Source: an optimization exercise on an open RTL-to-GDS flow (aim: small area and a short achievable clock period). Production flows keep margins and buffers that such runs may drop. Only simulation tests tie the RTL to the original design; equivalence was not proved. No run shown here takes its clock network from TritonCTS; it comes from the design's own scripts or RTL. No driver is modelled on the clock port, so clock power and skew are understated where the tree is cut down; a real chip needs a root buffer or a tree. Power figures rest on the tool's default switching activity, not on a simulated workload.

===== design/flow/flow/run.sh =====
#!/bin/bash
# Layout flow: the standard flow (standard.sh) on a copy of the ORFS
# scripts with two changes:
# - cts.tcl builds the clock tree with flow/mycts.tcl (the clock port feeds
#   one root buffer per quarter of the die, each root 4 sub-roots, each
#   sub-root the leaf buffers of its part, each leaf buffer a cluster of
#   nearby flip-flops) in place of clock_tree_synthesis;
# - cts.tcl and global_route.tcl repair timing twice: first with the output
#   ports' output delay set to 0 (the paths to the outputs mostly depend on
#   the clock tree, and the repair otherwise stops at them), then, with the
#   constraint's output delay set back, as ORFS does.
# The timing repair may also resize cells to another footprint
# (MATCH_CELL_FOOTPRINT=0). Every other step is ORFS's own. Each step's log is in orfs/logs/, make's
# output in flow_make.log.
set -euo pipefail
W=$PWD
rm -rf "$W/orfs_scripts"
cp -r "$FLOW_HOME/scripts" "$W/orfs_scripts"
grep '^set_output_delay' "$W/constraint.sdc" > "$W/output_delay.sdc"
python3 - "$W/orfs_scripts" <<'PY'
import sys
d = sys.argv[1]
relaxed = ("set_output_delay 0 -clock [all_clocks] [all_outputs]\n  repair_timing_helper\n"
           "  source $::env(MY_OUTPUT_DELAY_SDC)\n  repair_timing_helper\n")
p = d + "/cts.tcl"
s = open(p).read()
old = "log_cmd clock_tree_synthesis {*}$cts_args\n"
assert s.count(old) == 1, "cts.tcl: clock_tree_synthesis call not found"
s = s.replace(old, "source $::env(MYCTS_TCL)\nset_propagated_clock [all_clocks]\n")
old = "  repair_timing_helper\n"
assert s.count(old) == 1, "cts.tcl: repair_timing_helper call not found"
s = s.replace(old, "  " + relaxed)
open(p, "w").write(s)
p = d + "/global_route.tcl"
s = open(p).read()
old = "    repair_timing_helper\n"
assert s.count(old) == 1, "global_route.tcl: repair_timing_helper call not found"
s = s.replace(old, "    " + relaxed.replace("\n  ", "\n    "))
open(p, "w").write(s)
PY
export SCRIPTS_DIR="$W/orfs_scripts"
export MYCTS_TCL="$W/flow/mycts.tcl"
export MY_OUTPUT_DELAY_SDC="$W/output_delay.sdc"
export MYCTS_LEAF=26
export MYCTS_SUB=1
# (on make's command line: the platform's config.mk sets it to 1)
bash standard.sh MATCH_CELL_FOOTPRINT=0 finish > "$W/flow_make.log" 2>&1

===== design/flow/flow/mycts.tcl =====
# Hand-built clock tree: the clock port feeds 4 root buffers (one per
# quarter of the die); each root feeds the leaf buffers of its quarter; each
# leaf buffer feeds a cluster of about MYCTS_LEAF flip-flops close together;
# with MYCTS_SUB set, each root feeds 4 sub-roots that feed the leaves
# (the quarter is cut in columns along x, each column in runs along y).
proc mycts_build {} {
  set block [ord::get_db_block]
  set db [ord::get_db]
  set buf [$db findMaster sky130_fd_sc_hd__clkbuf_16]
  set leaf_size [expr {[info exists ::env(MYCTS_LEAF)] ? $::env(MYCTS_LEAF) : 24}]
  set clk_net [$block findNet clk]
  # sinks: the instance pins on the clock net
  set sinks {}
  foreach it [$clk_net getITerms] {
    set inst [$it getInst]
    set bb [$inst getBBox]
    lappend sinks [list $it [expr {([$bb xMin]+[$bb xMax])/2}] [expr {([$bb yMin]+[$bb yMax])/2}]]
  }
  set n [llength $sinks]
  set die [$block getDieArea]
  set cx [expr {([$die xMin]+[$die xMax])/2}]
  set cy [expr {([$die yMin]+[$die yMax])/2}]
  # 4 regions: quadrants
  set regions {{} {} {} {}}
  foreach s $sinks {
    set q [expr {([lindex $s 1] >= $cx ? 1 : 0) + ([lindex $s 2] >= $cy ? 2 : 0)}]
    lset regions $q [concat [lindex $regions $q] [list $s]]
  }
  set li 0
  set ri 0
  foreach reg $regions {
    set m [llength $reg]
    if {$m == 0} continue
    # leaf clusters: strips along x, then runs along y inside each strip
    set nleaf [expr {int(ceil(double($m) / $leaf_size))}]
    set ncol [expr {max(1, int(round(sqrt($nleaf))))}]
    set bycol [lsort -integer -index 1 $reg]
    set percol [expr {int(ceil(double($m) / $ncol))}]
    set leaves {}
    for {set c 0} {$c < $ncol} {incr c} {
      set col [lrange $bycol [expr {$c*$percol}] [expr {($c+1)*$percol-1}]]
      if {[llength $col] == 0} continue
      set col [lsort -integer -index 2 $col]
      set k [expr {int(ceil(double([llength $col]) / $leaf_size))}]
      set per [expr {int(ceil(double([llength $col]) / $k))}]
      for {set j 0} {$j < $k} {incr j} {
        set cl [lrange $col [expr {$j*$per}] [expr {($j+1)*$per-1}]]
        if {[llength $cl] == 0} continue
        set sx 0; set sy 0
        foreach s $cl { incr sx [lindex $s 1]; incr sy [lindex $s 2] }
        set x [expr {$sx / [llength $cl]}]; set y [expr {$sy / [llength $cl]}]
        set inst [odb::dbInst_create $block $buf "clkbuf_leaf_$li"]
        $inst setLocation $x $y
        $inst setPlacementStatus PLACED
        set net [odb::dbNet_create $block "clknet_leaf_$li"]
        $net setSigType CLOCK
        foreach s $cl { set it [lindex $s 0]; $it disconnect; $it connect $net }
        [$inst findITerm X] connect $net
        lappend leaves [list $inst $x $y]
        incr li
      }
    }
    # root of the region, with MYCTS_SUB sub-roots in between (the leaves
    # split in 2 by x, then each half in 2 by y)
    set groups [list $leaves]
    if {[info exists ::env(MYCTS_SUB)] && $::env(MYCTS_SUB) > 0} {
      set byx [lsort -integer -index 1 $leaves]
      set h [expr {[llength $byx] / 2}]
      set groups {}
      foreach half [list [lrange $byx 0 [expr {$h-1}]] [lrange $byx $h end]] {
        set byy [lsort -integer -index 2 $half]
        set h2 [expr {[llength $byy] / 2}]
        foreach g [list [lrange $byy 0 [expr {$h2-1}]] [lrange $byy $h2 end]] {
          if {[llength $g]} { lappend groups $g }
        }
      }
    }
    set tops {}
    set si 0
    foreach g $groups {
      if {[llength $groups] == 1} { lappend tops {*}$g; break }
      set sx 0; set sy 0
      foreach l $g { incr sx [lindex $l 1]; incr sy [lindex $l 2] }
      set x [expr {$sx / [llength $g]}]; set y [expr {$sy / [llength $g]}]
      set sub [odb::dbInst_create $block $buf "clkbuf_sub_${ri}_$si"]
      $sub setLocation $x $y
      $sub setPlacementStatus PLACED
      set snet [odb::dbNet_create $block "clknet_sub_${ri}_$si"]
      $snet setSigType CLOCK
      [$sub findITerm X] connect $snet
      foreach l $g { [[lindex $l 0] findITerm A] connect $snet }
      lappend tops [list $sub $x $y]
      incr si
    }
    set sx 0; set sy 0
    foreach l $tops { incr sx [lindex $l 1]; incr sy [lindex $l 2] }
    set x [expr {$sx / [llength $tops]}]; set y [expr {$sy / [llength $tops]}]
    set root [odb::dbInst_create $block $buf "clkbuf_root_$ri"]
    $root setLocation $x $y
    $root setPlacementStatus PLACED
    set rnet [odb::dbNet_create $block "clknet_root_$ri"]
    $rnet setSigType CLOCK
    [$root findITerm X] connect $rnet
    foreach l $tops { [[lindex $l 0] findITerm A] connect $rnet }
    [$root findITerm A] connect $clk_net
    incr ri
  }
  puts "mycts: $n sinks, $li leaf buffers, $ri root buffers"
}
mycts_build

===== design/flow/standard.sh =====
#!/bin/bash
# synth_recipe.tcl (not shown) runs the flow's synth.tcl, then flattens the netlist and writes it again
# the make line also repeats each setting of config.mk as NAME=value (left out here)
make -C /OpenROAD-flow-scripts/flow DESIGN_CONFIG=/design/flow/config.mk WORK_HOME=/design/flow/orfs CLKGATE_MAP_FILE= SYNTH_SCRIPT=/design/flow/synth_recipe.tcl "${@:-finish}"

===== design/flow/config.mk =====
export PLATFORM = sky130hd
export DESIGN_NAME = uart_wb
export DESIGN_NICKNAME = uart_wb
export VERILOG_FILES = /design/flow/design.v
export SDC_FILE = /design/flow/constraint.sdc
export NUM_CORES = 4
export LEC_CHECK = 0
export CAP_MARGIN = 20
export CORE_MARGIN = 2
export CORE_UTILIZATION = 50
export CTS_CLUSTER_DIAMETER = 90
export CTS_CLUSTER_SIZE = 28
export SETUP_SLACK_MARGIN = 2.1
export SLEW_MARGIN = 20

===== design/flow/constraint.sdc =====
create_clock -name core_clock -period 4.0 [get_ports {clk}]
set_input_delay 0.8000 -clock core_clock [delete_from_list [all_inputs] [get_ports {clk}]]
set_output_delay 0.8000 -clock core_clock [all_outputs]
set_load 0.01 [all_outputs]

===== design/flow/design.v =====
`default_nettype none
module glitch_filter #(
	parameter integer L = 4,
	parameter RST_VAL = 1'b1,
	parameter integer WITH_SYNCHRONIZER = 1,
	parameter integer WITH_SAMP_COND = 0,
	parameter integer WITH_EVT_COND = 0
)(
	input wire  in,
	input wire  samp_cond,	 
	input wire  evt_cond,	 
	output wire val,
	output reg  rise,
	output reg  fall,
	input  wire clk,
	input  wire rst
);
	wire [L-1:0] all_zero;
	wire [L-1:0] all_one;
	wire [L-1:0] all_rst;
	wire samp_cond_i = WITH_SAMP_COND ? samp_cond : 1'b1;
	wire evt_cond_i  = WITH_EVT_COND  ? evt_cond  : 1'b1;
	reg    [1:0] sync;
	reg          state;
	reg  [L-1:0] cnt;
	reg  [L-1:0] cnt_move;
	wire cnt_is_all_zero;
	wire cnt_is_all_one;
	assign all_zero = { L{1'b0} };
	assign all_one  = { L{1'b1} };
	assign all_rst  = { L{RST_VAL} };
	if (WITH_SYNCHRONIZER)
		always @(posedge clk)
			sync <= { sync[0], in };
	else
		always @(*)
			sync = { in, in };
	always @(*)
	begin
		cnt_move = all_zero;
		if (samp_cond_i & sync[1] & ~cnt_is_all_one)
			cnt_move = 1;
		else if (samp_cond_i & ~sync[1] & ~cnt_is_all_zero)
			cnt_move = -1;
	end
	always @(posedge clk)
		if (rst)
			cnt <= all_rst;
		else
			cnt <= cnt + cnt_move;
	assign cnt_is_all_zero = (cnt == all_zero);
	assign cnt_is_all_one  = (cnt == all_one);
	always @(posedge clk)
		if (rst)
			state <= RST_VAL;
		else begin
			if (state & cnt_is_all_zero)
				state <= 1'b0;
			else if (~state & cnt_is_all_one)
				state <= 1'b1;
			else
				state <= state;
		end
	assign val = state;
	always @(posedge clk)
	begin
		if (~evt_cond_i) begin
			rise <= 1'b0;
			fall <= 1'b0;
		end else begin
			rise <= ~state & cnt_is_all_one;
			fall <=  state & cnt_is_all_zero;
		end
	end
endmodule  
`default_nettype none
module uart_rx #(
	parameter integer DIV_WIDTH = 8,
	parameter integer GLITCH_FILTER = 2
)(
	input  wire rx,
	output wire [7:0] data,
	output reg  stb,
	output wire stb_nxt,	 
	input  wire [DIV_WIDTH-1:0] div,	 
	input  wire clk,
	input  wire rst
);
	wire rx_val;
	wire rx_fall;
	wire go, done, ce;
	reg  active;
	reg [DIV_WIDTH:0] div_cnt;
	reg [4:0] bit_cnt;
	reg [8:0] shift;
	generate
		if (GLITCH_FILTER > 0)
			glitch_filter #(
				.L(GLITCH_FILTER),
				.RST_VAL(1'b1),
				.WITH_SYNCHRONIZER(1)
			) gf_I (
				.in(rx),
				.val(rx_val),
				.rise(),
				.fall(rx_fall),
				.clk(clk),
				.rst(rst)
			);
		else begin
			reg [1:0] rx_sync;
			reg rx_fd;
			always @(posedge clk)
			begin
				rx_sync <= { rx_sync[0], rx };
				rx_fd   <= rx_sync[1] & ~rx_sync[0];
			end
			assign rx_fall = rx_fd;
			assign rx_val  = rx_sync[1];
		end
	endgenerate
	assign go = rx_fall & ~active;
	assign done = ce & bit_cnt[4];
	always @(posedge clk or posedge rst)
		if (rst)
			active <= 1'b0;
		else
			active <= (active & ~done) | go;
	always @(posedge clk)
		if (~active)
			div_cnt <= { 2'b00, div[DIV_WIDTH-1:1] } - 1;
		else if (div_cnt[DIV_WIDTH])
			div_cnt <= { 1'b0, div };
		else
			div_cnt <= div_cnt - 1;
	assign ce = div_cnt[DIV_WIDTH];
	always @(posedge clk)
		if (~active)
			bit_cnt <= 5'h08;
		else if (ce)
			bit_cnt <= bit_cnt - 1;
	always @(posedge clk)
		if (ce)
			shift <= { rx_val, shift[8:1] };
	assign data = shift[7:0];
	assign stb_nxt = ce & bit_cnt[4] & rx_val;
	always @(posedge clk)
		stb <= stb_nxt;
endmodule  
`default_nettype none
module uart_tx #(
	parameter integer DIV_WIDTH = 8
)(
	output wire tx,
	input  wire [7:0] data,
	input  wire valid,
	output reg  ack,
	output wire ack_nxt,	 
	input  wire [DIV_WIDTH-1:0] div,	 
	input  wire clk,
	input  wire rst
);
	wire go, done, ce;
	reg  active;
	reg [9:0] shift;
	reg [DIV_WIDTH:0] div_cnt;
	reg [4:0] bit_cnt;
	assign go = valid & ~active;
	assign done = ce & bit_cnt[4];
	always @(posedge clk or posedge rst)
		if (rst)
			active <= 1'b0;
		else
			active <= (active & ~done) | go;
	always @(posedge clk)
		if (~active | div_cnt[DIV_WIDTH])
			div_cnt <= { 1'b0, div };
		else
			div_cnt <= div_cnt - 1;
	assign ce = div_cnt[DIV_WIDTH];
	always @(posedge clk)
		if (~active)
			bit_cnt <= 5'h08;
		else if (ce)
			bit_cnt <= bit_cnt - 1;
	always @(posedge clk or posedge rst)
		if (rst)
			shift <= 10'h3ff;
		else if (go)
			shift <= { 1'b1, data, 1'b0 };
		else if (ce)
			shift <= { 1'b1, shift[9:1] };
	always @(posedge clk)
		ack <= go;
	assign ack_nxt = go;
	reg tx_q;
	always @(posedge clk)
		if (rst)
			tx_q <= 1'b1;
		else if (go)
			tx_q <= 1'b0;
		else if (ce)
			tx_q <= shift[1];
	assign tx = tx_q;
endmodule  
`default_nettype none
module ram_sdp #(
	parameter integer AWIDTH = 7,
	parameter integer DWIDTH = 8,
	parameter integer LWIDTH = 5
)(
	input  wire [DWIDTH-1:0] wr_data,
	input  wire wr_ena,
	input  wire wr_ena_nxt,	 
	output reg  [DWIDTH-1:0] rd_data,
	input  wire rd_ena_nxt,
	input  wire clk,
	input  wire rst
);
	localparam integer N  = 1 << AWIDTH;
	localparam integer NL = 1 << LWIDTH;
	localparam integer NG = N / NL;
	reg  [7:0] wr_l;
	reg  [7:0] wr_le;
	reg  [N/8-1:0] wr_h;
	reg  [NL-1:0] rd_l_nxt;		 
	reg  [NG-1:0] rd_h_nxt;		 
	reg  [NG-1:0] rd_h;			 
	reg  [N*DWIDTH-1:0]  store;
	reg  [NG*DWIDTH-1:0] grp_a;
	reg  [NG*DWIDTH-1:0] grp_b;
	wire [7:0] wr_l_nxt = wr_ena ? { wr_l[6:0], wr_l[7] } : wr_l;
	always @(posedge clk or posedge rst)
		if (rst) begin
			wr_l  <= 1;
			wr_h  <= 1;
			wr_le <= 0;
		end else begin
			wr_l  <= wr_l_nxt;
			wr_le <= wr_ena_nxt ? wr_l_nxt : 8'h00;
			if (wr_ena & wr_l[7])
				wr_h <= { wr_h[N/8-2:0], wr_h[N/8-1] };
		end
	genvar r;
	generate
		for (r=0; r<N; r=r+1)
			always @(posedge clk)
				if (wr_le[r % 8] & wr_h[r / 8])
					store[r*DWIDTH+:DWIDTH] <= wr_data;
	endgenerate
	always @(posedge clk or posedge rst)
		if (rst) begin
			rd_l_nxt <= 1;
			rd_h_nxt <= 1;
			rd_h     <= 1;
		end else begin
			if (rd_ena_nxt) begin
				rd_l_nxt <= { rd_l_nxt[NL-2:0], rd_l_nxt[NL-1] };
				if (rd_l_nxt[NL-1])
					rd_h_nxt <= { rd_h_nxt[NG-2:0], rd_h_nxt[NG-1] };
			end
			rd_h <= rd_h_nxt;
		end
	integer g, i;
	reg [DWIDTH-1:0] sel_a, sel_b;
	always @(posedge clk)
		for (g=0; g<NG; g=g+1) begin
			sel_a = 0;
			sel_b = 0;
			for (i=0; i<NL/2; i=i+1) begin
				sel_a = sel_a | ({DWIDTH{rd_l_nxt[i]}}      & store[(g*NL+i)*DWIDTH+:DWIDTH]);
				sel_b = sel_b | ({DWIDTH{rd_l_nxt[NL/2+i]}} & store[(g*NL+NL/2+i)*DWIDTH+:DWIDTH]);
			end
			grp_a[g*DWIDTH+:DWIDTH] <= sel_a;
			grp_b[g*DWIDTH+:DWIDTH] <= sel_b;
		end
	always @(*)
	begin
		rd_data = 0;
		for (g=0; g<NG; g=g+1)
			rd_data = rd_data | ({DWIDTH{rd_h[g]}} & (grp_a[g*DWIDTH+:DWIDTH] | grp_b[g*DWIDTH+:DWIDTH]));
	end
endmodule  
`default_nettype none
module fifo_sync_ram #(
	parameter integer DEPTH = 256,
	parameter integer WIDTH = 16
)(
	input  wire [WIDTH-1:0] wr_data,
	input  wire wr_ena,
	input  wire wr_ena_nxt,	 
	output wire wr_full,
	output wire wr_full_nxt,	 
	output wire [WIDTH-1:0] rd_data,
	input  wire rd_ena,
	input  wire rd_ena_nxt,
	output wire rd_empty,
	input  wire clk,
	input  wire rst
);
	localparam AWIDTH = $clog2(DEPTH);
	reg  [AWIDTH:0] level;
	wire lvl_dec;
	wire lvl_mov;
	wire lvl_empty;
	wire lvl_rd;
	wire full_nxt;
	wire full_d;
	reg  full;
	reg  rd_valid;
	reg [AWIDTH:0] level_inc;
	reg [AWIDTH:0] level_dec;
	integer k;
	always @(*)
		for (k=0; k<=AWIDTH; k=k+1) begin
			level_inc[k] = level[k] ^ ((level & ((1 << k) - 1)) == ((1 << k) - 1));
			level_dec[k] = level[k] ^ ((level & ((1 << k) - 1)) == 0);
		end
	always @(posedge clk or posedge rst)
		if (rst)
			level <= {(AWIDTH+1){1'b1}};
		else if (lvl_mov)
			level <= lvl_dec ? level_dec : level_inc;
	assign lvl_rd  = (rd_ena | ~rd_valid) & ~lvl_empty;
	assign lvl_dec = lvl_rd & ~wr_ena;
	assign lvl_mov = lvl_rd ^  wr_ena;
	assign lvl_empty = level[AWIDTH];
	assign full_nxt = level == { 1'b0, {(AWIDTH-2){1'b1}}, 2'b01 };
	always @(posedge clk or posedge rst)
		if (rst)
			full <= 1'b0;
		else
			full <= full_d;
	assign full_d = (full | (wr_ena & ~rd_ena & full_nxt)) & ~(rd_ena & ~wr_ena);
	assign wr_full = full;
	assign wr_full_nxt = full_d;
	always @(posedge clk or posedge rst)
		if (rst)
			rd_valid <= 1'b0;
		else if (rd_ena | ~rd_valid)
			rd_valid <= ~lvl_empty;
	assign rd_empty = ~rd_valid;
	ram_sdp #(
		.AWIDTH(AWIDTH),
		.DWIDTH(WIDTH)
	) ram_I (
		.wr_data(wr_data),
		.wr_ena(wr_ena),
		.wr_ena_nxt(wr_ena_nxt),
		.rd_data(rd_data),
		.rd_ena_nxt(rd_ena_nxt),
		.clk(clk),
		.rst(rst)
	);
endmodule  
`default_nettype none
module uart_wb #(
	parameter integer DIV_WIDTH = 8,
	parameter integer DW = 16
)(
	output wire uart_tx,
	input  wire uart_rx,
	input  wire [1:0]    wb_addr,
	output wire [DW-1:0] wb_rdata,
	input  wire [DW-1:0] wb_wdata,
	input  wire          wb_we,
	input  wire          wb_cyc,
	output wire          wb_ack,
	input  wire clk,
	input  wire rst
);
	wire [ 7:0] urf_wdata;
	wire        urf_wren;
	wire        urf_full;
	wire        urf_full_nxt;
	wire        urf_wren_nxt;
	wire [ 7:0] urf_rdata;
	wire        urf_rden;
	wire        urf_rden_nxt;
	wire        urf_empty;
	reg         urf_overflow;
	wire        urf_overflow_clr;
	wire [ 7:0] utf_wdata;
	wire        utf_wren;
	wire        utf_full;
	wire        utf_wren_nxt;
	wire [ 7:0] utf_rdata;
	wire        utf_rden;
	wire        utf_rden_nxt;
	wire        utf_empty;
	wire [ 7:0] uart_tx_data;
	wire        uart_tx_valid;
	wire        uart_tx_ack;
	wire        uart_tx_ack_nxt;
	wire [ 7:0] uart_rx_data;
	wire        uart_rx_stb;
	wire        uart_rx_stb_nxt;
	reg  [DIV_WIDTH-1:0] uart_div;
	wire          ub_rdata_rst;
	reg  [DW-1:0] ub_rdata;
	reg           ub_rd_data;
	reg           ub_rd_ctrl;
	reg           ub_wr_data;
	reg           ub_wr_div;
	reg           ub_ack;
	uart_tx #(
		.DIV_WIDTH(DIV_WIDTH)
	) uart_tx_I (
		.data(uart_tx_data),
		.valid(uart_tx_valid),
		.ack(uart_tx_ack),
		.ack_nxt(uart_tx_ack_nxt),
		.tx(uart_tx),
		.div(uart_div),
		.clk(clk),
		.rst(rst)
	);
	fifo_sync_ram #(
		.DEPTH(128),
		.WIDTH(8)
	) uart_tx_fifo_I (
		.wr_data(utf_wdata),
		.wr_ena(utf_wren),
		.wr_ena_nxt(utf_wren_nxt),
		.wr_full(utf_full),
		.wr_full_nxt(),
		.rd_data(utf_rdata),
		.rd_ena(utf_rden),
		.rd_ena_nxt(utf_rden_nxt),
		.rd_empty(utf_empty),
		.clk(clk),
		.rst(rst)
	);
	assign uart_tx_data  =  utf_rdata;
	assign uart_tx_valid = ~utf_empty;
	assign utf_rden      =  uart_tx_ack;
	assign utf_rden_nxt  =  uart_tx_ack_nxt;
	uart_rx #(
		.DIV_WIDTH(DIV_WIDTH),
		.GLITCH_FILTER(2)
	) uart_rx_I (
		.rx(uart_rx),
		.data(uart_rx_data),
		.stb(uart_rx_stb),
		.stb_nxt(uart_rx_stb_nxt),
		.div(uart_div),
		.clk(clk),
		.rst(rst)
	);
	fifo_sync_ram #(
		.DEPTH(128),
		.WIDTH(8)
	) uart_rx_fifo_I (
		.wr_data(urf_wdata),
		.wr_ena(urf_wren),
		.wr_ena_nxt(urf_wren_nxt),
		.wr_full(urf_full),
		.wr_full_nxt(urf_full_nxt),
		.rd_data(urf_rdata),
		.rd_ena(urf_rden),
		.rd_ena_nxt(urf_rden_nxt),
		.rd_empty(urf_empty),
		.clk(clk),
		.rst(rst)
	);
	assign urf_wdata = uart_rx_data;
	reg urf_wren_r;
	always @(posedge clk or posedge rst)
		if (rst)
			urf_wren_r <= 1'b0;
		else
			urf_wren_r <= urf_wren_nxt;
	assign urf_wren  = urf_wren_r;
	assign urf_wren_nxt = uart_rx_stb_nxt & ~urf_full_nxt;
	always @(posedge clk or posedge rst)
		if (rst)
			urf_overflow <= 1'b0;
		else
			urf_overflow <= (urf_overflow & ~urf_overflow_clr) | (uart_rx_stb & urf_full);
	always @(posedge clk)
		if (ub_ack) begin
			ub_rd_data <= 1'b0;
			ub_rd_ctrl <= 1'b0;
			ub_wr_data <= 1'b0;
			ub_wr_div  <= 1'b0;
		end else begin
			ub_rd_data <= ~wb_we & wb_cyc & (wb_addr == 2'b00);
			ub_rd_ctrl <= ~wb_we & wb_cyc & (wb_addr == 2'b01);
			ub_wr_data <=  wb_we & wb_cyc & (wb_addr == 2'b00) & ~utf_full;
			ub_wr_div  <=  wb_we & wb_cyc & (wb_addr == 2'b01);
		end
	always @(posedge clk)
		if (ub_ack)
			ub_ack <= 1'b0;
		else
			ub_ack <= wb_cyc & (~wb_we | (wb_addr == 2'b01) | ~utf_full);
	assign ub_rdata_rst = ub_ack | wb_we | ~wb_cyc;
	always @(posedge clk)
		if (ub_rdata_rst)
			ub_rdata <= { DW{1'b0} };
		else
			ub_rdata <= wb_addr[0] ?
				{ urf_empty, urf_overflow, utf_empty, utf_full, { (DW-DIV_WIDTH-4){1'b0} }, uart_div } :
				{ urf_empty, { (DW-9){1'b0} }, urf_rdata };
	always @(posedge clk)
		if (ub_wr_div)
			uart_div <= wb_wdata[DIV_WIDTH-1:0];
	assign utf_wdata = wb_wdata[7:0];
	assign utf_wren_nxt = ~ub_ack & wb_we & wb_cyc & (wb_addr == 2'b00) & ~utf_full;
	assign utf_wren  = ub_wr_data;
	reg urf_rden_r;
	always @(posedge clk)
		urf_rden_r <= urf_rden_nxt;
	assign urf_rden  = urf_rden_r;
	assign urf_rden_nxt = ~ub_ack & ~wb_we & wb_cyc & (wb_addr == 2'b00) & ~urf_empty;
	assign urf_overflow_clr = ub_rd_ctrl & ub_rdata[DW-2];
	assign wb_rdata = ub_rdata;
	assign wb_ack = ub_ack;
endmodule  

==> impl_metrics.json, run 1 <==
{
  "insertion_delay_ps": 590,
  "holdCritPathClass": "register to register",
  "relSlewSlack": 0.2768,
  "p_leak_nw": 30.23,
  "multi_input_area_um2": 15290,
  "hold_buffers": 0,
  "grt_pass1_wl_um": 326400,
  "hpwl_um": 137100,
  "grt_util_all_layers": 0.2551,
  "first_pass_iters": 6,
  "ys_seq_area_frac": 0.8115,
  "power_mw": 41.83,
  "mostFrequentLayoutCell": "edfxtp_1",
  "ios": 41,
  "end_kind": "register",
  "final_cell_mix": "2065 x edfxtp_1, 513 x a22o_1, 470 x a221oi_1",
  "ys_async_sr_fraction": 0.07264,
  "drt_drc_violations_left": 0,
  "drt_iter0_markers": 5160,
  "skew_ps": 73.47,
  "avgRoutedWirePerCell_um": 32.15,
  "std_cell_rows": 152,
  "drt_wl_total_um": 228400,
  "grt_pass1_vias": 44480,
  "fmax_mhz": 513.9,
  "critPathRequiredTime_ps": 4330,
  "clk_pin_slew_ps": 90,
  "synth_cell_types": 56,
  "setup_tns_ps": 0,
  "period_share": 0.4865,
  "pre_cts_slack_ps": 1076,
  "rsz0062_at_grt": "true",
  "die_area_um2": 176100,
  "critical_path.max_fanout": 16,
  "ys_warn_count": 6,
  "tightest_slew_ps": 1085,
  "synthCells": 4791,
  "p_per_area_nw_per_um2": 447.3,
  "max_cap_violations": 0,
  "maxSlewViolCount": 0,
  "cp.arrival_ps": 2280,
  "vias": 45773,
  "initial_core_util": 0.5035,
  "period_needed_ps": 1946,
  "synth_edf_count": 2065,
  "finalHoldViolCount": 0,
  "layout-drive-gt1-share": 0.1120,
  "ant_nets": 0,
  "finalWorstSetupSlack_ps": 2054,
  "grt-ovfl-total": 0,
  "avgSynthCellArea_um2": 18.03,
  "crit_path_start_kind": "register",
  "antenna_found_initial": 0,
  "status": "finished clean",
  "seqCellArea_um2": 70260,
  "ys.flop_type": "edfxtp_1",
  "vdd_ir_drop_max_mv": 0.3117,
  "setup_viol": 0,
  "via_per_inst": 6.441,
  "grt_max_degree": 130,
  "yosys_register_bits": 2423,
  "portBuffers": 28,
  "fin_nets": 4828,
  "fp.dieH_um": 419.6,
  "die_w_um": 419.6,
  "core_area_um2": 171500,
  "fill_cells": 13384,
  "syn_area_um2": 86380,
  "path_class": "register to register",
  "place_congestion": 0.8285,
  "syn_to_final_growth_pct": 8.243
}
==> flip-flops by register name (all words and copies together) (netlist names), 8 cells and up <==
signal                         cells
uart_rx_I.div_cnt                  9
uart_tx_fifo_I.ram_I.grp_a        32
uart_rx_fifo_I.ram_I.grp_a        32
uart_tx_fifo_I.level               8
uart_tx_fifo_I.ram_I.wr_l          8
uart_tx_fifo_I.ram_I.rd_l_nxt     32
uart_rx_fifo_I.ram_I.wr_h         16
uart_rx_fifo_I.ram_I.wr_le         8
uart_rx_fifo_I.level               8
uart_tx_fifo_I.ram_I.wr_le         8
ub_rdata                          12
uart_rx_fifo_I.ram_I.rd_l_nxt     32
uart_tx_fifo_I.ram_I.grp_b        32
uart_rx_fifo_I.ram_I.wr_l          8
uart_tx_I.shift                    8
uart_rx_fifo_I.ram_I.grp_b        32
uart_tx_fifo_I.ram_I.store      1024
uart_div                           8
uart_tx_fifo_I.ram_I.wr_h         16
uart_tx_I.div_cnt                  9
uart_rx_fifo_I.ram_I.store      1024
uart_rx_I.shift                    9
==> area by class of cell <==
| class | instances | share of cell area |
|---|---|---|
| Sequential cell | 2423 | 0.7515 |
| Multi-Input combinational cell | 2026 | 0.1635 |
| Buffer | 125 | 0.03345 |
| Tap cell | 2310 | 0.03091 |
| Timing Repair Buffer | 190 | 0.01930 |
| Inverter | 31 | 0.001285 |
| Antenna cell | 1 | 0.00002676 |
==> Yosys cell counts, types with 3 or more instances <==
cell type	number	area share
nand4_1	139	0.010
dfstp_2	34	0.010
nand4b_1	3	0.00030
edfxtp_1	2065	0.72
and2_1	262	0.019
or2_2	3	0.00022
nand2b_1	7	0.00051
nor4_1	7	0.00051
buf_1	9	0.00039
xor2_1	15	0.0015
buf_4	4	0.00035
buf_2	3	0.00017
a41oi_1	8	0.00081
o21ai_0	81	0.0047
or3_1	4	0.00029
nor3b_1	4	0.00035
a31oi_1	5	0.00036
nor2_1	48	0.0021
nand3b_1	3	0.00026
mux2i_1	11	0.0013
dfxtp_1	182	0.042
nand3_1	3	0.00017
and3_1	3	0.00022
a221oi_1	512	0.052
xnor2_1	25	0.0025
nand2_1	219	0.0095
inv_1	30	0.0013
ha_1	8	0.0012
nor2b_1	19	0.0014
dfrtp_1	142	0.041
clkbuf_1	297	0.013
a22o_1	513	0.052
mux2_2	55	0.0072
nor3_1	9	0.00052
a21oi_1	32	0.0019
==> routing by layer <==
layer	part of all wire	track usage	vias to the layer above
met2	0.49	0.4318	1870
met5	0	0	-
li1	-	-	19426
met4	0.032	0.06578	0
met1	0.41	0.3580	24158
met3	0.066	0.02317	319
==> report_power, final <==
group | internal [mW] | switching [mW] | leakage (nW) | total (mW)
Combinational | 0.389 | 0.605 | 6.44 | 0.994
Sequential | 27.6 | 0.298 | 22.2 | 27.9
Clock | 5.62 | 7.34 | 1.54 | 13.0
==> final timing paths <==
check,from,to,slack (ps),cells after the start
worst max register to register,uart_tx_fifo_I.ram_I.rd_l_nxt[14],uart_tx_fifo_I.ram_I.grp_a[11],2050,4
worst min register to register,uart_rx_I.genblk1.gf_I.sync[0],uart_rx_I.genblk1.gf_I.sync[1],340,0
max in group asynchronous,rst,uart_rx_fifo_I.ram_I.rd_l_nxt[26],2530,3
worst max-delay path,uart_tx_fifo_I.ram_I.rd_l_nxt[14],uart_tx_fifo_I.ram_I.grp_a[11],2050,4
worst min-delay path,uart_rx_I.genblk1.gf_I.sync[0],uart_rx_I.genblk1.gf_I.sync[1],340,0
min in group asynchronous,rst,urf_overflow,880,3
==> kinds of logic (layout without fill, tap and decap cells) <==
group / count (synthesis) / after routing / synth area share
DFF: 2423 / 2423 / 0.8115
buffers and inverters: 345 / 346 / 0.01530
other: 1 / 5 / 0.00004341
muxes: 66 / 66 / 0.008445
xor gates and xnor gates: 40 / 40 / 0.004056
and+or+nand+nor: 742 / 742 / 0.04637
adders and majority gates: 8 / 8 / 0.001159
AOI/OAI and AO/OA: 1166 / 1166 / 0.1131
==> timing repair <==
action	CTS	global route
pin swaps	27	10
cloned	0	0
endpoints found under the setup margin	2006	81
buffers inserted	28	11
resized for setup	196	31
==> per-stage QoR <==
step	hold WS, ps	std cells	area [um2]	utilization
detailed placement	313.5	6941	89480	0.5216
floorplan	309.6	4794	86400	-
global placement	314.8	6941	89480	0.5216
finish	336.4	7106	93500	0.5451
global route	348.6	7105	93500	0.5450
CTS	339.5	7094	93290	0.5438
==> critical path, stage by stage, from the launching register on <==
cell and delay, ps:
dfrtp_4 630, buf_4 270, a22o_1 250, a221oi_1 210, nand4_1 340
==> inputs of run 2 (changes only) <==
--- a/design/flow/config.mk
+++ b/design/flow/config.mk
@@ -10,5 +10,5 @@
 export CORE_UTILIZATION = 50
 export CTS_CLUSTER_DIAMETER = 90
 export CTS_CLUSTER_SIZE = 28
-export SETUP_SLACK_MARGIN = 2.1
+export SETUP_SLACK_MARGIN = 2.3
 export SLEW_MARGIN = 20
==> run 2 against run 1 <==
Compared with the run above:
- die area did not move
- combinational power rose by 11%
- critical endpoint is now uart_rx_fifo_I.level[6]
- total power rose by 0.34%
- highest routed layer is now met5
- worst hold slack barely moved
- setup slack improved by 8.1 ps
- sequential power barely moved
- utilization rose by 1.9 points
- first-iteration DRC count rose by 4.2%
- maximum frequency rose by 0.42%
- final area rose by 3.6%
- final cell count rose by 1.9%
- register-to-register slack barely moved
==> impl_metrics.json, run 2 <==
{
  "maxSlewViolCount": 0,
  "synthXorXnorAreaFrac": 0.004056,
  "core_area_um2": 171500,
  "avgSynthCellArea_um2": 18.03,
  "ys_async_sr_fraction": 0.07264,
  "setup_tns_ps": 0,
  "critical_path.max_fanout": 4,
  "fin_nets": 4959,
  "ios": 41,
  "first_pass_iters": 7,
  "synth_cell_types": 56,
  "fp.dieH_um": 419.6,
  "slowest_delay_ps": 460,
  "max_cap_violations": 0,
  "ys_seq_area_frac": 0.8115,
  "period_share": 0.4845,
  "grt_util_all_layers": 0.2630,
  "synth_top_area_frac": 0.7179,
  "clk_pin_slew_ps": 90,
  "yosys_register_bits": 2423,
  "top_regs": "uart_rx_fifo_I.ram_I.store: 1024 flops, uart_tx_fifo_I.ram_I.store: 1024 flops",
  "crit_path_start_kind": "register",
  "tightest_slew_ps": 974.8,
  "status": "finished clean",
  "rrSetupSlack_ps": 2060,
  "p_leak_nw": 31.72,
  "fin_util": 0.5644,
  "yosys.area_share.simple": 0.04637,
  "drt_iter0_markers": 5377,
  "vias": 46747,
  "cp.arrival_ps": 2460,
  "syn_to_final_growth_pct": 12.09,
  "cp_num_buf_inv": 1,
  "hold_buffers": 0,
  "die_area_um2": 176100,
  "ant_nets": 0,
  "synth_top_family_by_area": "compound AO/OA/AOI/OAI gates",
  "period_needed_ps": 1938,
  "place_area_um2": 89480,
  "syn_area_um2": 86380,
  "via_per_inst": 6.459,
  "synth.largest_area_cell": "edfxtp_1",
  "final_area_um2": 96830,
  "critPathRequiredTime_ps": 4530,
  "synthCells": 4791,
  "layout-drive-gt1-share": 0.1953,
  "rsz0062_at_grt": "true",
  "power_mw": 41.97,
  "cp_slowest_cell": "or4b_4",
  "final_cell_mix": "2065 x edfxtp_1, 512 x a22o_1, 313 x a221oi_1",
  "ys_warn_count": 6,
  "grt_max_degree": 130,
  "antenna_found_initial": 5,
  "synth_compound_area_frac": 0.1131,
  "cp_top_family": "simple AND/OR/NAND/NOR gates",
  "synth_edf_count": 2065,
  "p_per_area_nw_per_um2": 433.4,
  "synth_fa_ha_area_frac": 0.001159,
  "whs_ps": 336.4,
  "hpwl_um": 137100,
  "end_kind": "register",
  "grt_pass1_wl_um": 335000,
  "setup_viol": 0,
  "insertion_delay_ps": 590,
  "drt_wl_total_um": 236300,
  "muxShareOfSynthArea": 0.008445,
  "die_w_um": 419.6,
  "path_class": "register to register",
  "portBuffers": 28,
  "place_congestion": 0.8285,
  "vdd_ir_drop_max_mv": 0.3111,
  "yosys-top-cells-area": "edfxtp_1 72%, a22o_1 5.2%, a221oi_1 5.2%",
  "holdCritPathClass": "register to register",
  "avgRoutedWirePerCell_um": 32.65,
  "std_cell_rows": 152,
  "finalHoldViolCount": 0,
  "drt_drc_violations_left": 0,
  "grt-ovfl-total": 0,
  "ys.flop_type": "edfxtp_1",
  "skew_ps": 71.85,
  "fmax_mhz": 516.0,
  "mostFrequentLayoutCell": "edfxtp_1",
  "grt_pass1_vias": 45347,
  "yosysMostFrequentCell": "edfxtp_1",
  "synth_commonest_cells": "2065 x edfxtp_1, 513 x a22o_1, 512 x a221oi_1",
  "initial_core_util": 0.5035,
  "cp_cell_sequence": "inv_2 -> a21oi_2 -> ha_2 -> or4b_4 -> o32a_1 -> nor2_1 -> xor2_1",
  "relSlewSlack": 0.3501
}
run 2: cell counts after synthesis:
No cell type changed its count.
run 2: logic make-up after synthesis:
| family | count (synthesis) |
|---|---|
| flip-flops | 2423 |
| AO/OA/AOI/OAI | 1166 |
| AND/OR/NAND/NOR | 742 |
| buffers and inverters | 345 |
| multiplexers | 66 |
| XOR/XNOR | 40 |
| adder cells (fa/ha/maj) | 8 |
| other | 1 |
run 2: report_power, final:
group	total [mW]	internal, mW	switching, mW
Clock	13.0	5.62	7.37
Combinational	1.10	0.446	0.658
Sequential	27.9	27.6	0.302
Total	42.0	33.6	8.33
run 2: worst paths after layout:
check | start | end | cells after the start
worst min register to register | uart_rx_I.genblk1.gf_I.sync[0] | uart_rx_I.genblk1.gf_I.sync[1] | 0
worst min-delay path | uart_rx_I.genblk1.gf_I.sync[0] | uart_rx_I.genblk1.gf_I.sync[1] | 0
worst max-delay path | urf_rden_r | uart_rx_fifo_I.level[6] | 7
max in group asynchronous | rst | uart_rx_fifo_I.ram_I.rd_l_nxt[18] | 3
worst max register to register | urf_rden_r | uart_rx_fifo_I.level[6] | 7
min in group asynchronous | rst | urf_overflow | 3
run 2: cell type report:
class,instances,area [um2]
fillers,13047,74720
flip-flops and latches,2423,70320
multi-input cells,2027,16630
repair buffers,320,3731
plain buffers,125,3128
well taps,2310,2890
inverters,31,122.6
diodes,2,5.005
run 2: routing by layer:
metal	vias up	global-route usage	wire length, um
met4	4	0.07408	7929
met3	349	0.02541	16290
met1	24639	0.3677	95150
met5	-	0	30
li1	19708	-	-
met2	2047	0.4427	116900
run 2: through the flow:
| stage | instances | worst slack, ps |
|---|---|---|
| final | 7238 | 2062 |
| after global routing | 7236 | 1983 |
| after CTS | 7200 | 2070 |
| after detailed placement | 6941 | 1076 |
| after global placement | 6941 | 1094 |
| after floorplan | 4794 | 400.8 |
run 2: what timing repair did:
action	in CTS	in global routing
gates resized for setup	509	167
setup endpoints to repair	2416	325
buffers inserted	124	31
cloned	10	5
pin swaps	74	72
run 2: worst register-to-register path: cells and delay by family (launching register included):
family,cells,cell delay (ps)
AO/OA/AOI/OAI,2,440
flip-flops,1,410
adder cells (fa/ha/maj),1,200
AND/OR/NAND/NOR,2,590
buffers and inverters,1,50
XOR/XNOR,1,170
==> inputs of run 3 (changes only) <==
--- a/design/flow/config.mk
+++ b/design/flow/config.mk
@@ -10,5 +10,5 @@
 export CORE_UTILIZATION = 50
 export CTS_CLUSTER_DIAMETER = 90
 export CTS_CLUSTER_SIZE = 28
-export SETUP_SLACK_MARGIN = 2.3
+export SETUP_SLACK_MARGIN = 2.2
 export SLEW_MARGIN = 20
==> run 3 against run 2 <==
Compared with the run above:
- synthesized area unchanged
- sequential cell count unchanged
- clock skew is 5.2 ps higher
- total power fell by 0.19%
- synthesized cell count did not move
- combinational power shrank 5%
- critical path type unchanged
- critical endpoint unchanged
- largest cell class unchanged
==> impl_metrics.json, run 3 <==
{
  "synth_top_area_frac": 0.7179,
  "first_pass_iters": 6,
  "synth_commonest_cells": "2065 x edfxtp_1, 513 x a22o_1, 512 x a221oi_1",
  "rsz0062_at_grt": "true",
  "fp.dieH_um": 419.6,
  "p_leak_nw": 30.71,
  "cp_top_family": "simple AND/OR/NAND/NOR gates",
  "clockPowerShare": 0.310,
  "r2r_cells": 7,
  "intPower_mw": 33.60,
  "top_regs": "uart_rx_fifo_I.ram_I.store: 1024 flops, uart_tx_fifo_I.ram_I.store: 1024 flops",
  "period_needed_ps": 1944,
  "layout-drive-gt1-share": 0.1345,
  "cp_slowest_cell": "or4b_4",
  "whs_endpoint": "uart_rx_I.genblk1.gf_I.sync[1]",
  "mostFrequentLayoutCell": "edfxtp_1",
  "max_cap_violations": 0,
  "hpwl_um": 137100,
  "crit_path_start_kind": "register",
  "final_area_um2": 94520,
  "initial_core_util": 0.5035,
  "fin_nets": 4889,
  "hp-start": "uart_rx_I.genblk1.gf_I.sync[0]",
  "avgSynthCellArea_um2": 18.03,
  "reg2reg_from": "urf_rden_r",
  "slowest_delay_ps": 460,
  "combPwrFrac": 0.025,
  "vias": 46041,
  "ys_warn_count": 6,
  "place_area_um2": 89480,
  "ys.flop_type": "edfxtp_1",
  "pre_cts_slack_ps": 1076,
  "holdCritPathClass": "register to register",
  "period_share": 0.4859,
  "ant_nets": 0,
  "die_w_um": 419.6,
  "place_congestion": 0.8285,
  "grt_max_degree": 130,
  "grt_pass1_vias": 44793,
  "path_class": "register to register",
  "hold_buffers": 0,
  "drt_wl_total_um": 231600,
  "insertion_delay_ps": 590,
  "die_area_um2": 176100,
  "antenna_found_initial": 1,
  "critical_path.max_fanout": 4,
  "cp_num_buf_inv": 1,
  "drt_iter0_markers": 5460,
  "end_kind": "register",
  "synth_cell_types": 56,
  "fmax_mhz": 514.5,
  "r2r-end": "uart_rx_fifo_I.level[6]",
  "power.switching_mw": 8.288,
  "grt_pass1_wl_um": 330500,
  "core_area_um2": 171500,
  "setup_tns_ps": 0,
  "swShare": 0.1979,
  "drt_drc_violations_left": 0,
  "seqPwrFrac": 0.665,
  "p_per_area_nw_per_um2": 443.1,
  "final_cell_mix": "2065 x edfxtp_1, 513 x a22o_1, 442 x a221oi_1",
  "hold_path_depth": 0,
  "cp.arrival_ps": 2470,
  "clk_pin_slew_ps": 90,
  "syn_area_um2": 86380,
  "yosys-top-cells-area": "edfxtp_1 72%, a22o_1 5.2%, a221oi_1 5.2%",
  "ys_seq_area_frac": 0.8115,
  "avgRoutedWirePerCell_um": 32.31,
  "finalHoldViolCount": 0,
  "whs_ps": 336.4,
  "vdd_ir_drop_max_mv": 0.3106,
  "yosys_register_bits": 2423,
  "tightest_slew_ps": 1132,
  "synth.largest_area_cell": "edfxtp_1",
  "maxSlewViolCount": 0,
  "skew_ps": 77.01,
  "yosysMostFrequentCell": "edfxtp_1",
  "via_per_inst": 6.423,
  "ios": 41,
  "ys_async_sr_fraction": 0.07264,
  "crit_start": "urf_rden_r",
  "std_cell_rows": 152,
  "finalWorstSetupSlack_ps": 2056,
  "rrSetupSlack_ps": 2060,
  "cp_cell_sequence": "inv_2 -> a21oi_2 -> ha_2 -> or4b_4 -> o32a_1 -> nor2_1 -> xor2_1",
  "status": "finished clean",
  "grt_util_all_layers": 0.2589,
  "critPathRequiredTime_ps": 4520,
  "fill_cells": 13287,
  "relSlewSlack": 0.2453,
  "grt-ovfl-total": 0,
  "setup_viol": 0,
  "portBuffers": 28,
  "synth_edf_count": 2065,
  "syn_to_final_growth_pct": 9.419,
  "synthCells": 4791,
  "fin_util": 0.5510
}
## run 3: cell counts after synthesis
Identical to the previous run, type by type.
## run 3: worst max path at each step
stage	to	depth (start not counted)
floorplan	uart_rx_I.genblk1.gf_I.state	2
global placement	uart_rx_fifo_I.ram_I.rd_l_nxt[1]	7
detailed placement	uart_rx_fifo_I.ram_I.rd_l_nxt[2]	7
CTS	uart_rx_fifo_I.level[6]	7
global route	uart_rx_fifo_I.level[7]	7
finish	uart_rx_fifo_I.level[6]	7
## run 3: metal layers
metal  wire (um)  vias to the layer above  track usage
met1       94150                    24169       0.3645
met4        7641                        0      0.06841
met3       15700                      328      0.02423
met5           0                        -            0
li1            -                    19540            -
met2      114100                     2004       0.4357
## run 3: power by group through the flow
stage / Sequential [mW] / Clock (mW) / Combinational, mW
4_1_cts: 27.9 / 13.1 / 1.02
3_5_place_dp: 28.4 / 0 / 0.986
6_report: 27.9 / 13.0 / 1.04
3_3_place_gp: 28.4 / 0 / 0.938
2_1_floorplan: 28.4 / 0 / 0.616
5_1_grt: 27.9 / 13.9 / 1.17
## run 3: area by class of cell
type                    count  area [um2]  area share
flip-flops and latches   2423       70300      0.7438
multi-input cells        2027       15580      0.1649
plain buffers             125        3128     0.03309
repair buffers            250        2487     0.02632
well taps                2310        2890     0.03058
diodes                      2       5.005  0.00005295
inverters                  31       122.6    0.001297
## run 3: cells by family after synthesis
kind of cell / share of synthesized area
DFF: 0.8115
buffers and inverters: 0.01530
adders and majority gates: 0.001159
AOI/OAI and AO/OA: 0.1131
other: 0.00004341
muxes: 0.008445
and+or+nand+nor: 0.04637
xor gates and xnor gates: 0.004056
## run 3: repair_timing
action / in CTS / in global routing
pin swaps: 41 / 27
buffers inserted: 80 / 18
setup endpoints to repair: 2279 / 129
endpoints found under the hold margin: 0 / 0
gates cloned: 2 / 0
gates resized for setup: 286 / 52
## run 3: metrics by stage
step / instances / total power [mW]
after floorplan: 4794 / 28.98
after global placement: 6941 / 29.35
after detailed placement: 6941 / 29.41
after CTS: 7148 / 42.00
after global routing: 7166 / 42.99
final: 7168 / 41.88
==> inputs of run 4 (changes only) <==
--- a/design/flow/flow/run.sh
+++ b/design/flow/flow/run.sh
@@ -9,8 +9,7 @@
 #   ports' output delay set to 0 (the paths to the outputs mostly depend on
 #   the clock tree, and the repair otherwise stops at them), then, with the
 #   constraint's output delay set back, as ORFS does.
-# The timing repair may also resize cells to another footprint
-# (MATCH_CELL_FOOTPRINT=0). Every other step is ORFS's own. Each step's log is in orfs/logs/, make's
+# Every other step is ORFS's own. Each step's log is in orfs/logs/, make's
 # output in flow_make.log.
 set -euo pipefail
 W=$PWD
@@ -43,5 +42,4 @@
 export MY_OUTPUT_DELAY_SDC="$W/output_delay.sdc"
 export MYCTS_LEAF=26
 export MYCTS_SUB=1
-# (on make's command line: the platform's config.mk sets it to 1)
-bash standard.sh MATCH_CELL_FOOTPRINT=0 finish > "$W/flow_make.log" 2>&1
+bash standard.sh finish > "$W/flow_make.log" 2>&1
--- a/design/flow/config.mk
+++ b/design/flow/config.mk
@@ -10,5 +10,5 @@
 export CORE_UTILIZATION = 50
 export CTS_CLUSTER_DIAMETER = 90
 export CTS_CLUSTER_SIZE = 28
-export SETUP_SLACK_MARGIN = 2.2
+export SETUP_SLACK_MARGIN = 1.9
 export SLEW_MARGIN = 20
==> run 4 against run 3 <==
Compared with the run above:
- still clean
- sequential share of layout area is 1.3 points higher
- die area stayed put
- worst hold slack is essentially flat
- clock power is essentially flat
- sequential cell count unchanged
- setup slack got worse by 190 ps
- synthesized area did not move
- global-route usage is 0.50 points lower
- via count fell by 1.2%
- maximum frequency down 9.1%
- clock skew decreased by 4.2 ps
- first-iteration DRC count shrank 6.6%
- highest routed layer unchanged
==> impl_metrics.json, run 4 <==
{
  "avgRoutedWirePerCell_um": 32.09,
  "grt_pass1_wl_um": 324900,
  "path_class": "register to register",
  "syn_area_um2": 86380,
  "grt_pass1_vias": 44209,
  "drt_iter0_markers": 5098,
  "skew_ps": 72.80,
  "tightest_slew_ps": 1139,
  "ys_warn_count": 6,
  "fin_util": 0.5407,
  "synth_compound_area_frac": 0.1131,
  "ys.flop_type": "edfxtp_1",
  "portBuffers": 28,
  "status": "finished clean",
  "grt-ovfl-total": 0,
  "vias": 45510,
  "p_leak_nw": 29.95,
  "hp-start": "uart_rx_I.genblk1.gf_I.sync[0]",
  "first_pass_iters": 8,
  "synth_top_area_frac": 0.7179,
  "hpwl_um": 137100,
  "ys_async_sr_fraction": 0.07264,
  "synth_fa_ha_area_frac": 0.001159,
  "vdd_ir_drop_max_mv": 0.3135,
  "finalHoldViolCount": 0,
  "rrSetupSlack_ps": 1860,
  "muxShareOfSynthArea": 0.008445,
  "via_per_inst": 6.433,
  "layout-drive-gt1-share": 0.08694,
  "ios": 41,
  "maxSlewViolCount": 0,
  "drt_drc_violations_left": 0,
  "clk_pin_slew_ps": 100,
  "hold_buffers": 0,
  "synth_cell_types": 56,
  "avgSynthCellArea_um2": 18.03,
  "crit_path_start_kind": "register",
  "synth_edf_count": 2065,
  "critical_path.max_fanout": 17,
  "grt_util_all_layers": 0.2539,
  "power_mw": 41.82,
  "initial_core_util": 0.5035,
  "critPathRequiredTime_ps": 4260,
  "yosys_register_bits": 2423,
  "drt_wl_total_um": 227000,
  "final_cell_mix": "2065 x edfxtp_1, 513 x a22o_1, 508 x a221oi_1",
  "grt_max_degree": 130,
  "insertion_delay_ps": 590,
  "synth.largest_area_cell": "edfxtp_1",
  "setup_viol": 0,
  "fin_nets": 4795,
  "max_cap_violations": 0,
  "crit_start": "uart_rx_fifo_I.ram_I.rd_l_nxt[29]",
  "cp_cell_sequence": "buf_4 -> a22o_1 -> a221oi_1 -> nand4_1",
  "die_w_um": 419.6,
  "period_share": 0.5345,
  "end_kind": "register",
  "fp.dieH_um": 419.6,
  "place_congestion": 0.8285,
  "period_needed_ps": 2138,
  "synthCells": 4791,
  "ant_nets": 0,
  "holdCritPathClass": "register to register",
  "syn_to_final_growth_pct": 7.384,
  "cp.arrival_ps": 2400,
  "rsz0062_at_grt": "true",
  "yosysMostFrequentCell": "edfxtp_1",
  "synthXorXnorAreaFrac": 0.004056,
  "die_area_um2": 176100,
  "p_per_area_nw_per_um2": 450.8,
  "core_area_um2": 171500,
  "fmax_mhz": 467.7,
  "ys_seq_area_frac": 0.8115,
  "mostFrequentLayoutCell": "edfxtp_1",
  "setup_tns_ps": 0,
  "synth_commonest_cells": "2065 x edfxtp_1, 513 x a22o_1, 512 x a221oi_1",
  "yosys.area_share.simple": 0.04637,
  "cp_slowest_cell": "dfrtp_2",
  "antenna_found_initial": 0,
  "reg2reg_from": "uart_rx_fifo_I.ram_I.rd_l_nxt[29]",
  "top_regs": "uart_rx_fifo_I.ram_I.store: 1024 flops, uart_tx_fifo_I.ram_I.store: 1024 flops",
  "std_cell_rows": 152,
  "slowest_delay_ps": 610,
  "yosys-top-cells-area": "edfxtp_1 72%, a22o_1 5.2%, a221oi_1 5.2%",
  "relSlewSlack": 0.2408,
  "synth_top_family_by_area": "compound AO/OA/AOI/OAI gates"
}
==> run 4: power breakdown <==
part	total, mW	switching, mW	internal [mW]
sequential	27.9	0.304	27.6
combinational	0.976	0.596	0.380
clock	13.0	7.35	5.62
total	41.8	8.25	33.6
==> run 4: worst max-delay path, delay by kind of cell (launching register included) <==
family | cells | cell delay, ps
and+or+nand+nor | 1 | 480
DFF | 1 | 610
buffers and inverters | 1 | 280
AOI/OAI and AO/OA | 2 | 490
==> run 4: per-layer routing <==
layer | vias to the layer above | part of all wire | track usage
li1 | 19338 | - | -
met1 | 24059 | 0.41 | 0.3591
met2 | 1810 | 0.49 | 0.4276
met3 | 303 | 0.063 | 0.02236
met4 | 0 | 0.032 | 0.06481
met5 | - | 0 | 0
==> run 4: kinds of logic (layout without fill, tap and decap cells) <==
family,Yosys count,after routing
flip-flops,2423,2423
AO/OA/AOI/OAI,1166,1166
AND/OR/NAND/NOR,742,742
buffers and inverters,345,313
multiplexers,66,66
XOR/XNOR,40,40
adder cells (fa/ha/maj),8,8
other,1,6
==> run 4: stage by stage <==
stage / std cells / hold slack, ps / area, um2 / worst slack (ps)
floorplan: 4794 / 309.6 / 86400 / 400.8
global placement: 6941 / 314.8 / 89480 / 1094
detailed placement: 6941 / 313.5 / 89480 / 1076
CTS: 7067 / 339.5 / 92660 / 1804
global route: 7072 / 348.7 / 92750 / 1907
finish: 7074 / 336.3 / 92760 / 1862
==> run 4: worst paths after layout <==
path                                                           to  cells past startpoint
worst max-delay path               uart_rx_fifo_I.ram_I.grp_b[15]                      4
worst min-delay path               uart_rx_I.genblk1.gf_I.sync[1]                      0
worst max register to register     uart_rx_fifo_I.ram_I.grp_b[15]                      4
worst min register to register     uart_rx_I.genblk1.gf_I.sync[1]                      0
max in group asynchronous       uart_rx_fifo_I.ram_I.rd_l_nxt[26]                      3
min in group asynchronous                            urf_overflow                      3
==> run 4: final cells by class <==
type / count / area, um2
antenna: 2 / 5.005
buffer: 125 / 3128
fill: 13476 / 78790
inverter: 31 / 120.1
multi-input combinational: 2026 / 15030
sequential: 2423 / 70160
tap: 2310 / 2890
timing repair buffer: 157 / 1425
==> run 4: what timing repair did <==
action / 4_1_cts / 5_1_grt
setup endpoints to repair: 135 / 48
pin swaps: 2 / 8
resized for setup: 50 / 22
setup buffers: 1 / 5
==> inputs of run 5 (changes only) <==
--- a/design/flow/flow/run.sh
+++ b/design/flow/flow/run.sh
@@ -3,13 +3,14 @@
 # scripts with two changes:
 # - cts.tcl builds the clock tree with flow/mycts.tcl (the clock port feeds
 #   one root buffer per quarter of the die, each root 4 sub-roots, each
-#   sub-root the leaf buffers of its part, each leaf buffer a cluster of
-#   nearby flip-flops) in place of clock_tree_synthesis;
+#   sub-root the leaf buffers (clkbuf_8) of its part, each leaf buffer a
+#   cluster of about 16 nearby flip-flops) in place of clock_tree_synthesis;
 # - cts.tcl and global_route.tcl repair timing twice: first with the output
 #   ports' output delay set to 0 (the paths to the outputs mostly depend on
 #   the clock tree, and the repair otherwise stops at them), then, with the
 #   constraint's output delay set back, as ORFS does.
-# Every other step is ORFS's own. Each step's log is in orfs/logs/, make's
+# The timing repair may also resize cells to another footprint
+# (MATCH_CELL_FOOTPRINT=0). Every other step is ORFS's own. Each step's log is in orfs/logs/, make's
 # output in flow_make.log.
 set -euo pipefail
 W=$PWD
@@ -40,6 +41,8 @@
 export SCRIPTS_DIR="$W/orfs_scripts"
 export MYCTS_TCL="$W/flow/mycts.tcl"
 export MY_OUTPUT_DELAY_SDC="$W/output_delay.sdc"
-export MYCTS_LEAF=26
+export MYCTS_LEAF=16
+export MYCTS_LEAF_BUF=sky130_fd_sc_hd__clkbuf_8
 export MYCTS_SUB=1
-bash standard.sh finish > "$W/flow_make.log" 2>&1
+# (on make's command line: the platform's config.mk sets it to 1)
+bash standard.sh MATCH_CELL_FOOTPRINT=0 finish > "$W/flow_make.log" 2>&1
--- a/design/flow/flow/mycts.tcl
+++ b/design/flow/flow/mycts.tcl
@@ -1,12 +1,15 @@
 # Hand-built clock tree: the clock port feeds 4 root buffers (one per
 # quarter of the die); each root feeds the leaf buffers of its quarter; each
 # leaf buffer feeds a cluster of about MYCTS_LEAF flip-flops close together;
-# with MYCTS_SUB set, each root feeds 4 sub-roots that feed the leaves
+# with MYCTS_SUB set, each root feeds 4 sub-roots that feed the leaves;
+# the leaf buffers are MYCTS_LEAF_BUF cells (clkbuf_16 by default)
 # (the quarter is cut in columns along x, each column in runs along y).
 proc mycts_build {} {
   set block [ord::get_db_block]
   set db [ord::get_db]
   set buf [$db findMaster sky130_fd_sc_hd__clkbuf_16]
+  set leaf_buf $buf
+  if {[info exists ::env(MYCTS_LEAF_BUF)]} { set leaf_buf [$db findMaster $::env(MYCTS_LEAF_BUF)] }
   set leaf_size [expr {[info exists ::env(MYCTS_LEAF)] ? $::env(MYCTS_LEAF) : 24}]
   set clk_net [$block findNet clk]
   # sinks: the instance pins on the clock net
@@ -49,7 +52,7 @@
         set sx 0; set sy 0
         foreach s $cl { incr sx [lindex $s 1]; incr sy [lindex $s 2] }
         set x [expr {$sx / [llength $cl]}]; set y [expr {$sy / [llength $cl]}]
-        set inst [odb::dbInst_create $block $buf "clkbuf_leaf_$li"]
+        set inst [odb::dbInst_create $block $leaf_buf "clkbuf_leaf_$li"]
         $inst setLocation $x $y
         $inst setPlacementStatus PLACED
         set net [odb::dbNet_create $block "clknet_leaf_$li"]
--- a/design/flow/config.mk
+++ b/design/flow/config.mk
@@ -10,5 +10,5 @@
 export CORE_UTILIZATION = 50
 export CTS_CLUSTER_DIAMETER = 90
 export CTS_CLUSTER_SIZE = 28
-export SETUP_SLACK_MARGIN = 1.9
+export SETUP_SLACK_MARGIN = 2.1
 export SLEW_MARGIN = 20
==> run 5 against run 4 <==
Compared with the run above:
- still clean on timing, DRC and antenna
- first-iteration DRC count up 4.1%
- sequential cell count unchanged
- global-route usage rose by 0.33 points
- sequential power about the same
- register-to-register slack better by 170 ps
- critical path type unchanged
- largest cell class unchanged
==> impl_metrics.json, run 5 <==
{
  "grt_max_degree": 130,
  "reg2reg_from": "urf_wren_r",
  "rsz0062_at_grt": "true",
  "ys_warn_count": 6,
  "whs_ps": 336.6,
  "final_cell_mix": "2065 x edfxtp_1, 513 x a22o_1, 469 x a221oi_1",
  "ys_async_sr_fraction": 0.07264,
  "drt_iter0_markers": 5308,
  "synth_commonest_cells": "2065 x edfxtp_1, 513 x a22o_1, 512 x a221oi_1",
  "grt-ovfl-total": 0,
  "grt_pass1_wl_um": 329000,
  "cp_slowest_cell": "or4b_4",
  "p_per_area_nw_per_um2": 439.4,
  "critical_path.endpoint": "uart_rx_fifo_I.level[6]",
  "intPower_mw": 32.65,
  "avgRoutedWirePerCell_um": 32.12,
  "std_cell_rows": 152,
  "die_area_um2": 176100,
  "path_class": "register to register",
  "portBuffers": 28,
  "clk_pin_slew_ps": 90,
  "ys_seq_area_frac": 0.8115,
  "drt_wl_total_um": 230600,
  "critical_path_depth": 7,
  "synth_cell_types": 56,
  "relSlewSlack": 0.2703,
  "insertion_delay_ps": 600,
  "max_cap_violations": 0,
  "slowest_delay_ps": 450,
  "cp_top_family": "simple AND/OR/NAND/NOR gates",
  "fp.dieH_um": 419.6,
  "swShare": 0.2035,
  "ant_nets": 0,
  "vdd_ir_drop_max_mv": 0.2944,
  "maxSlewViolCount": 0,
  "ios": 41,
  "vias": 46034,
  "skew_ps": 76.45,
  "seqPwrFrac": 0.680,
  "mostFrequentLayoutCell": "edfxtp_1",
  "top_regs": "uart_rx_fifo_I.ram_I.store: 1024 flops, uart_tx_fifo_I.ram_I.store: 1024 flops",
  "clockPowerShare": 0.296,
  "critical_path.max_fanout": 4,
  "place_area_um2": 89480,
  "die_w_um": 419.6,
  "syn_area_um2": 86380,
  "cp.arrival_ps": 2480,
  "initial_core_util": 0.5035,
  "fin_util": 0.5439,
  "setup_viol": 0,
  "period_share": 0.4929,
  "syn_to_final_growth_pct": 8.022,
  "fill_cells": 13440,
  "drt_drc_violations_left": 0,
  "dp.cells": 6941,
  "layout-drive-gt1-share": 0.1261,
  "power_mw": 41.00,
  "end_kind": "register",
  "p_leak_nw": 30.20,
  "critPathRequiredTime_ps": 4510,
  "ys.flop_type": "edfxtp_1",
  "tightest_slew_ps": 1094,
  "finalHoldViolCount": 0,
  "r2r_cells": 7,
  "crit_start": "urf_wren_r",
  "final_area_um2": 93310,
  "hpwl_um": 137100,
  "setup_tns_ps": 0,
  "hold_buffers": 0,
  "finalWorstSetupSlack_ps": 2029,
  "r2r-end": "uart_rx_fifo_I.level[6]",
  "antenna_found_initial": 0,
  "layout.cells.non_filler": 7179,
  "rrSetupSlack_ps": 2030,
  "synth_top_area_frac": 0.7179,
  "status": "finished clean",
  "combPwrFrac": 0.024,
  "holdCritPathClass": "register to register",
  "fin_nets": 4901,
  "period_needed_ps": 1971,
  "synth.largest_area_cell": "edfxtp_1",
  "avgSynthCellArea_um2": 18.03,
  "yosys-top-cells-area": "edfxtp_1 72%, a22o_1 5.2%, a221oi_1 5.2%",
  "cp_cell_sequence": "buf_12 -> inv_2 -> ha_4 -> or4b_4 -> o32a_1 -> nor2_1 -> xor2_1",
  "yosysMostFrequentCell": "edfxtp_1",
  "via_per_inst": 6.412,
  "synth_edf_count": 2065,
  "place_congestion": 0.8285,
  "pre_cts_slack_ps": 1076,
  "grt_pass1_vias": 45014,
  "yosys_register_bits": 2423,
  "grt_util_all_layers": 0.2572,
  "cp_num_buf_inv": 2,
  "first_pass_iters": 8,
  "core_area_um2": 171500,
  "fmax_mhz": 507.2,
  "crit_path_start_kind": "register",
  "power.switching_mw": 8.344,
  "synthCells": 4791
}
## run 5: changes by cell type in the layout (fill, tap and decap cells not counted), moves of 25 or more
cell,delta
buf_4,+25
clkbuf_16,-105
clkbuf_8,+169
dfrtp_1,-25
a221oi_2,+39
a221oi_1,-39
## run 5: timing repair
action                     4_1_cts  5_1_grt
pin swaps                       28       15
setup endpoints to repair     2022       89
setup buffers                   30       19
gates resized for setup        195       32
## run 5: cells by family (layout without fill, tap and decap cells)
family                     Yosys count  count (layout)  share of synthesized area
adders and majority gates            8               8                   0.001159
and+or+nand+nor                    742             742                    0.04637
xor gates and xnor gates            40              40                   0.004056
other                                1               5                 0.00004341
AOI/OAI and AO/OA                 1166            1166                     0.1131
buffers and inverters              345             419                    0.01530
DFF                               2423            2423                     0.8115
muxes                               66              66                   0.008445
## run 5: power groups by stage
stage          sequential, mW  combinational (mW)  clock [mW]
2_1_floorplan            28.4               0.616           0
3_3_place_gp             28.4               0.938           0
3_5_place_dp             28.4               0.986           0
4_1_cts                  27.9                1.01        12.3
5_1_grt                  27.9                1.13        13.1
6_report                 27.9               0.997        12.1
## run 5: cell type report
type	count	area, um2	area share
diodes	1	2.502	0.00002682
plain buffers	188	2813	0.03014
repair buffers	200	1899	0.02036
flip-flops and latches	2423	70270	0.7531
multi-input cells	2026	15310	0.1641
inverters	31	120.1	0.001287
well taps	2310	2890	0.03098
## run 5: metal layers
metal  track usage  vias up  wire length [um]
met1        0.3608    24224             93770
met4       0.06609        0              7003
met2        0.4344     1984            114200
met3       0.02519      324             15630
met5             0        -                 0
li1              -    19502                 -
## run 5: worst min path at each step
stage	startpoint	end	slack, ps	cells after the start
after floorplan	uart_rx_I.genblk1.gf_I.sync[0]	uart_rx_I.genblk1.gf_I.sync[1]	310	0
after global routing	uart_rx_I.genblk1.gf_I.sync[0]	uart_rx_I.genblk1.gf_I.sync[1]	350	0
after detailed placement	uart_rx_I.genblk1.gf_I.sync[0]	uart_rx_I.genblk1.gf_I.sync[1]	310	0
after global placement	uart_rx_I.genblk1.gf_I.sync[0]	uart_rx_I.genblk1.gf_I.sync[1]	310	0
final	uart_rx_I.genblk1.gf_I.sync[0]	uart_rx_I.genblk1.gf_I.sync[1]	340	0
after CTS	uart_rx_I.genblk1.gf_I.sync[0]	uart_rx_I.genblk1.gf_I.sync[1]	340	0

[port drivers added, routing unchanged]
In the flow no input, the clock included, has a driving cell. The finished layouts below were timed again as built, in two steps. Step 1 sets driving cells, clkbuf_16 on the clock port and buf_2 on the other inputs (assumed; they add their load-dependent delay and slew). Step 2 also shifts input and output timing later by t, the mid clock arrival at the registers, as if the neighbouring blocks saw the same clock. a / b / c = ideal / step 1 / step 2; a / b = the first two.
run | t (ns) | slack for setup (ns) | worst setup path after step 2 | clock arrival spread, ns
run 1 | 0.734 | 2.054 / 1.896 / 1.563 | input to register | 0.079 / 0.079
run 2 | 0.744 | 2.062 / 1.925 / 1.788 | input to register | 0.078 / 0.077
run 3 | 0.742 | 2.056 / 1.926 / 1.646 | input to register | 0.079 / 0.079
run 4 | 0.733 | 1.862 / 1.764 / 1.388 | input to register | 0.075 / 0.076
run 5 | 0.744 | 2.029 / 1.877 / 1.597 | input to register | 0.076 / 0.077
After both steps setup and hold are still met in every run listed. For run 1, which loses most, drivers alone change the setup slack by -0.158 ns; drivers and shift together by -0.491 ns.
